This is an optimization exercise on Yosys and OpenROAD, whose aim is small area and a short achievable clock period, not a production implementation. Only simulation tests tie the RTL to the original design; equivalence was not proved. Power figures rest on the tool's default switching activity, not on a simulated workload.

==> flow/design.v <==
module riscv_pipe(
    input         clk,
    input         res,
    output [31:0] imem_addr,
    input  [31:0] imem_rdata,
    output [31:0] dmem_addr,
    output [31:0] dmem_wdata,
    output        dmem_we,
    output        dmem_re,
    input  [31:0] dmem_rdata,
    output        wb_we,
    output [4:0]  wb_rd,
    output [31:0] wb_data
);
    reg [31:0] pc;           
    reg [31:0] ir;           
    reg [31:0] oh1, oh2;     
    reg        fw1, fw2;     
    reg [31:0] p_x, g_x;     
    reg [31:0] sd_x;         
    reg [4:0]  rd_x;
    reg        rw_x, ld_x, st_x, br_x;
    reg        sub_x, log_x;
    reg [1:0]  lop_x;        
    reg [31:0] pc_x;         
    reg [7:0]  toff_x;       
    reg [31:0] alu_m;        
    reg [31:0] sd_m;
    reg [4:0]  rd_m;
    reg        rw_m, ld_m, st_m;
    reg [31:0] t_m;          
    reg        tinc_m, tdec_m;
    reg        pcsrc;
    reg [31:0] sumpc;
    reg [31:0] wd;           
    reg [4:0]  rd_w;
    reg        rw_w;
    reg [3:0]  weh_w;        
    reg [7:0]  wel_w;        
    reg [31:0] rf [0:31];
    function [31:0] ks_sum;
        input [31:0] p, g;
        input        cin;
        reg   [31:0] gc, pc_, gn, pn;
        integer      d, b;
        begin
            gc = {g[31:1], g[0] | (p[0] & cin)};
            pc_ = p;
            for (d = 1; d < 32; d = d * 2) begin
                gn = gc;
                pn = pc_;
                for (b = d; b < 32; b = b + 1) begin
                    gn[b] = gc[b] | (pc_[b] & gc[b-d]);
                    pn[b] = pc_[b] & pc_[b-d];
                end
                gc = gn;
                pc_ = pn;
            end
            ks_sum = p ^ {gc[30:0], cin};
        end
    endfunction
    wire [6:0] n_opc = imem_rdata[6:0];
    wire n_st  = n_opc == 7'b0100011;
    wire n_src = n_opc == 7'b0010011 || n_opc == 7'b0000011 || n_st;
    wire nfw1  = rd_x != imem_rdata[19:15];
    wire nfw2  = rd_x != imem_rdata[24:20];
    always @(posedge clk)
        if (res)
            pc <= 32'd0;
        else
            pc <= pcsrc ? sumpc : ks_sum(pc ^ 32'd4, pc & 32'd4, 1'b0);
    always @(posedge clk)
        if (res)
            {ir[24:15], ir[11:0]} <= 22'd0;
        else
            {ir[24:15], ir[11:0]} <= {imem_rdata[24:15], imem_rdata[11:0]};
    always @(posedge clk)
        if (res) begin
            oh1 <= 32'd0;
            oh2 <= 32'd0;
            fw1 <= 1'b0;
            fw2 <= 1'b0;
        end else begin
            oh1 <= nfw1 ? 32'd1 << imem_rdata[19:15] : 32'd0;
            oh2 <= (nfw2 & ~n_src) | n_st ? 32'd1 << imem_rdata[24:20] : 32'd0;
            fw1 <= ~nfw1;
            fw2 <= ~nfw2;
        end
    always @(posedge clk) begin
        ir[31:25] <= imem_rdata[31:25];
        ir[14:12] <= imem_rdata[14:12];
    end
    wire [6:0] opc = ir[6:0];
    wire [4:0] rs1 = ir[19:15];
    wire [4:0] rs2 = ir[24:20];
    wire [2:0] f3  = ir[14:12];
    wire [6:0] f7  = ir[31:25];
    wire is_r  = opc == 7'b0110011;
    wire is_i  = opc == 7'b0010011;
    wire is_ld = opc == 7'b0000011;
    wire is_st = opc == 7'b0100011;
    wire is_br = opc == 7'b1100011;
    reg [6:0] imm7;
    always @(*)
        case (opc)
            7'b0000011, 7'b0001111, 7'b0011011, 7'b1100111, 7'b1110011, 7'b0010011:
                imm7 = ir[26:20];
            7'b0100011: imm7 = {ir[26:25], ir[11:7]};
            7'b1100011, 7'b1101111: imm7 = {ir[26:25], ir[11:8], 1'b0};
            default:    imm7 = 7'd0;
        endcase
    reg a_sub, a_log;
    reg [1:0] a_lop;
    always @(*) begin
        a_sub = 1'b0; a_log = 1'b0; a_lop = 2'b00;
        if (is_br)
            a_sub = 1'b1;
        else if (is_r) begin
            if (f7 == 7'b0000000 && f3 == 3'b000) ;
            else if (f7 == 7'b0100000 && f3 == 3'b000) a_sub = 1'b1;
            else if (f7 == 7'b0000000 && f3 == 3'b110) begin a_log = 1'b1; a_lop = 2'b01; end
            else if (f7 == 7'b0000000 && f3 == 3'b100) begin a_log = 1'b1; a_lop = 2'b10; end
            else a_log = 1'b1;
        end else if (is_i) begin
            if (f3 == 3'b000) ;
            else if (f3 == 3'b110) begin a_log = 1'b1; a_lop = 2'b01; end
            else if (f3 == 3'b100) begin a_log = 1'b1; a_lop = 2'b10; end
            else a_log = 1'b1;
        end
    end
    wire [31:0] wd_next = ld_m ? dmem_rdata : alu_m;
    wire alusrc = is_i | is_ld | is_st;
    reg [31:0] rdata1, rdata2;
    integer i;
    always @(*) begin
        rdata1 = 32'd0;
        rdata2 = 32'd0;
        for (i = 0; i < 32; i = i + 1) begin
            rdata1 = rdata1 | ({32{oh1[i]}} & rf[i]);
            rdata2 = rdata2 | ({32{oh2[i]}} & rf[i]);
        end
    end
    wire [31:0] opnd2  = (is_st ? 32'd0 : rdata2) | ({32{fw2}} & wd_next) |
                         ({32{~fw2 & alusrc}} & {25'd0, imm7});
    wire [31:0] opnd1  = rdata1 | ({32{fw1}} & wd_next);
    wire [31:0] opnd2s = a_sub ? ~opnd2 : opnd2;
    always @(posedge clk)
        if (res) begin
            rd_x <= 5'd0; rw_x <= 1'b0; ld_x <= 1'b0; st_x <= 1'b0; br_x <= 1'b0;
            log_x <= 1'b1; lop_x <= 2'b11;
        end else begin
            rd_x   <= ir[11:7];
            rw_x   <= is_r | is_i | is_ld;
            ld_x   <= is_ld;
            st_x   <= is_st;
            br_x   <= is_br;
            log_x  <= a_log;
            lop_x  <= a_lop;
        end
    always @(posedge clk) begin
        p_x    <= opnd1 ^ opnd2s;
        g_x    <= opnd1 & opnd2s;
        sd_x   <= rdata2;
        sub_x  <= a_sub;
        pc_x   <= pc;
        toff_x <= {1'b0, imm7} - 8'd12;
    end
    wire [31:0] sum = ks_sum(p_x, g_x, sub_x);
    reg  [31:0] logic_r;
    always @(*)
        case (lop_x)
            2'b00:   logic_r = g_x;
            2'b01:   logic_r = p_x | g_x;
            2'b10:   logic_r = p_x;
            default: logic_r = 32'd0;
        endcase
    wire [31:0] alu = log_x ? logic_r : sum;
    wire [31:0] toff16 = {16'd0, {8{toff_x[7]}}, toff_x};
    wire [31:0] tlo    = ks_sum({16'd0, pc_x[15:0]} ^ toff16, {16'd0, pc_x[15:0]} & toff16, 1'b0);
    always @(posedge clk)
        if (res) begin
            rd_m <= 5'd1; rw_m <= 1'b0; ld_m <= 1'b0; st_m <= 1'b0;
        end else begin
            rd_m  <= rd_x;
            rw_m  <= rw_x;
            ld_m  <= ld_x;
            st_m  <= st_x;
        end
    always @(posedge clk) begin
        alu_m <= alu;
        t_m    <= {pc_x[31:16], tlo[15:0]};
        tinc_m <= tlo[16] & ~toff_x[7];
        tdec_m <= ~tlo[16] & toff_x[7];
        sd_m  <= sd_x;
    end
    always @(posedge clk)
        if (res)
            pcsrc <= 1'b0;
        else
            pcsrc <= br_x & ~|alu_m;
    reg [15:0] thi;
    integer j;
    always @(*)
        for (j = 0; j < 16; j = j + 1)
            thi[j] = t_m[16+j] ^ ((tinc_m & (&(t_m[16+:16] | ~(16'hFFFF >> (16-j))))) |
                                  (tdec_m & ~(|(t_m[16+:16] & (16'hFFFF >> (16-j))))));
    always @(posedge clk)
        sumpc <= {thi, t_m[15:0]};
    always @(posedge clk)
        if (res) begin
            rw_w  <= 1'b0;
            weh_w <= 4'd0;
            wd    <= 32'd0;
        end else begin
            rw_w  <= rw_m;
            weh_w <= rw_m ? 4'd1 << rd_m[4:3] : 4'd0;
            wd    <= wd_next;
        end
    always @(posedge clk) begin
        rd_w  <= rd_m;
        wel_w <= 8'd1 << rd_m[2:0];
    end
    reg res_q;
    always @(posedge clk)
        res_q <= res;
    genvar g;
    generate
        for (g = 0; g < 32; g = g + 1) begin : regs
            wire we = res_q | (weh_w[g/8] & wel_w[g%8]);
            always @(posedge clk)
                if (we)
                    rf[g] <= wd;
        end
    endgenerate
    assign imem_addr  = pc;
    assign dmem_addr  = alu_m;
    assign dmem_wdata = sd_m;
    assign dmem_we    = st_m;
    assign dmem_re    = ld_m;
    assign wb_we      = rw_w;
    assign wb_rd      = rd_w;
    assign wb_data    = wd;
endmodule
Settings: LEC_CHECK=0, CAP_MARGIN=20, CORE_MARGIN=2, CORE_UTILIZATION=45, PLACE_DENSITY=0.55, SETUP_SLACK_MARGIN=4.15, SLEW_MARGIN=20, TNS_END_PERCENT=5; clock period 7.0 ns.
standard.sh (not shown) runs the stock make flow with config.mk's settings and CLKGATE_MAP_FILE= SYNTH_SCRIPT=/design/flow/synth_recipe.tcl, a recipe that flattens the netlist after the stock synthesis.
==> flow/flow/run.sh <==
#!/bin/bash
# The standard ORFS layout (standard.sh), with these make variables changed:
#  - the port buffers are buf_2 cells (the default pick is a slow delay buffer)
#  - repair may resize a cell into one of another footprint
#  - clock tree synthesis inserts no dummy loads and clusters up to 24
#    flip-flops within 60 um per leaf buffer
# make's output goes to flow_make.log; each ORFS step logs to orfs/logs/.
set -o pipefail
bash standard.sh MATCH_CELL_FOOTPRINT=0 \
    "BUFFER_PORTS_ARGS=-buffer_cell sky130_fd_sc_hd__buf_2" \
    "CTS_ARGS=-sink_clustering_enable -repair_clock_nets -dont_use_dummy_load -sink_clustering_size 24 -sink_clustering_max_diameter 60" \
    finish > flow_make.log 2>&1
Change:
SETUP_SLACK_MARGIN = 4.3   (was 4.15)
The changed run finished with timing, DRC and antenna clean.
Power came out higher by 2.3%.
Core utilization came out higher by 1.4 points.
Via count came out higher by 1.9%.
Area after synthesis is unchanged.
Non-clock buffer count came out higher by 74.
Die area does not change.

[afterwards: timing with drivers on the ports]
The flow's constraints put no driver on any port. The routed layouts listed below were extracted and timed again, unchanged, in two steps. Step 1, drivers: a clkbuf_16 drives clk and a buf_2 each remaining input, both assumed. Step 2 also shifts input and output timing later by t, the mid clock arrival at the registers, as if the neighbouring blocks saw the same clock. Three values: ideal ports, drivers, drivers and shift; two values: the first two.
run | t (ns) | setup slack, ns | slew at the worst register clock pin (ns)
the first run | 0.810 | 3.698 / 3.698 / 3.549 | 0.10 / 0.10
the second run | 0.817 | 4.102 / 4.021 / 3.676 | 0.10 / 0.10
After both steps setup and hold are still met in every run listed. For the second run, which loses most, drivers alone change the setup slack by -0.081 ns; drivers and shift together by -0.426 ns.
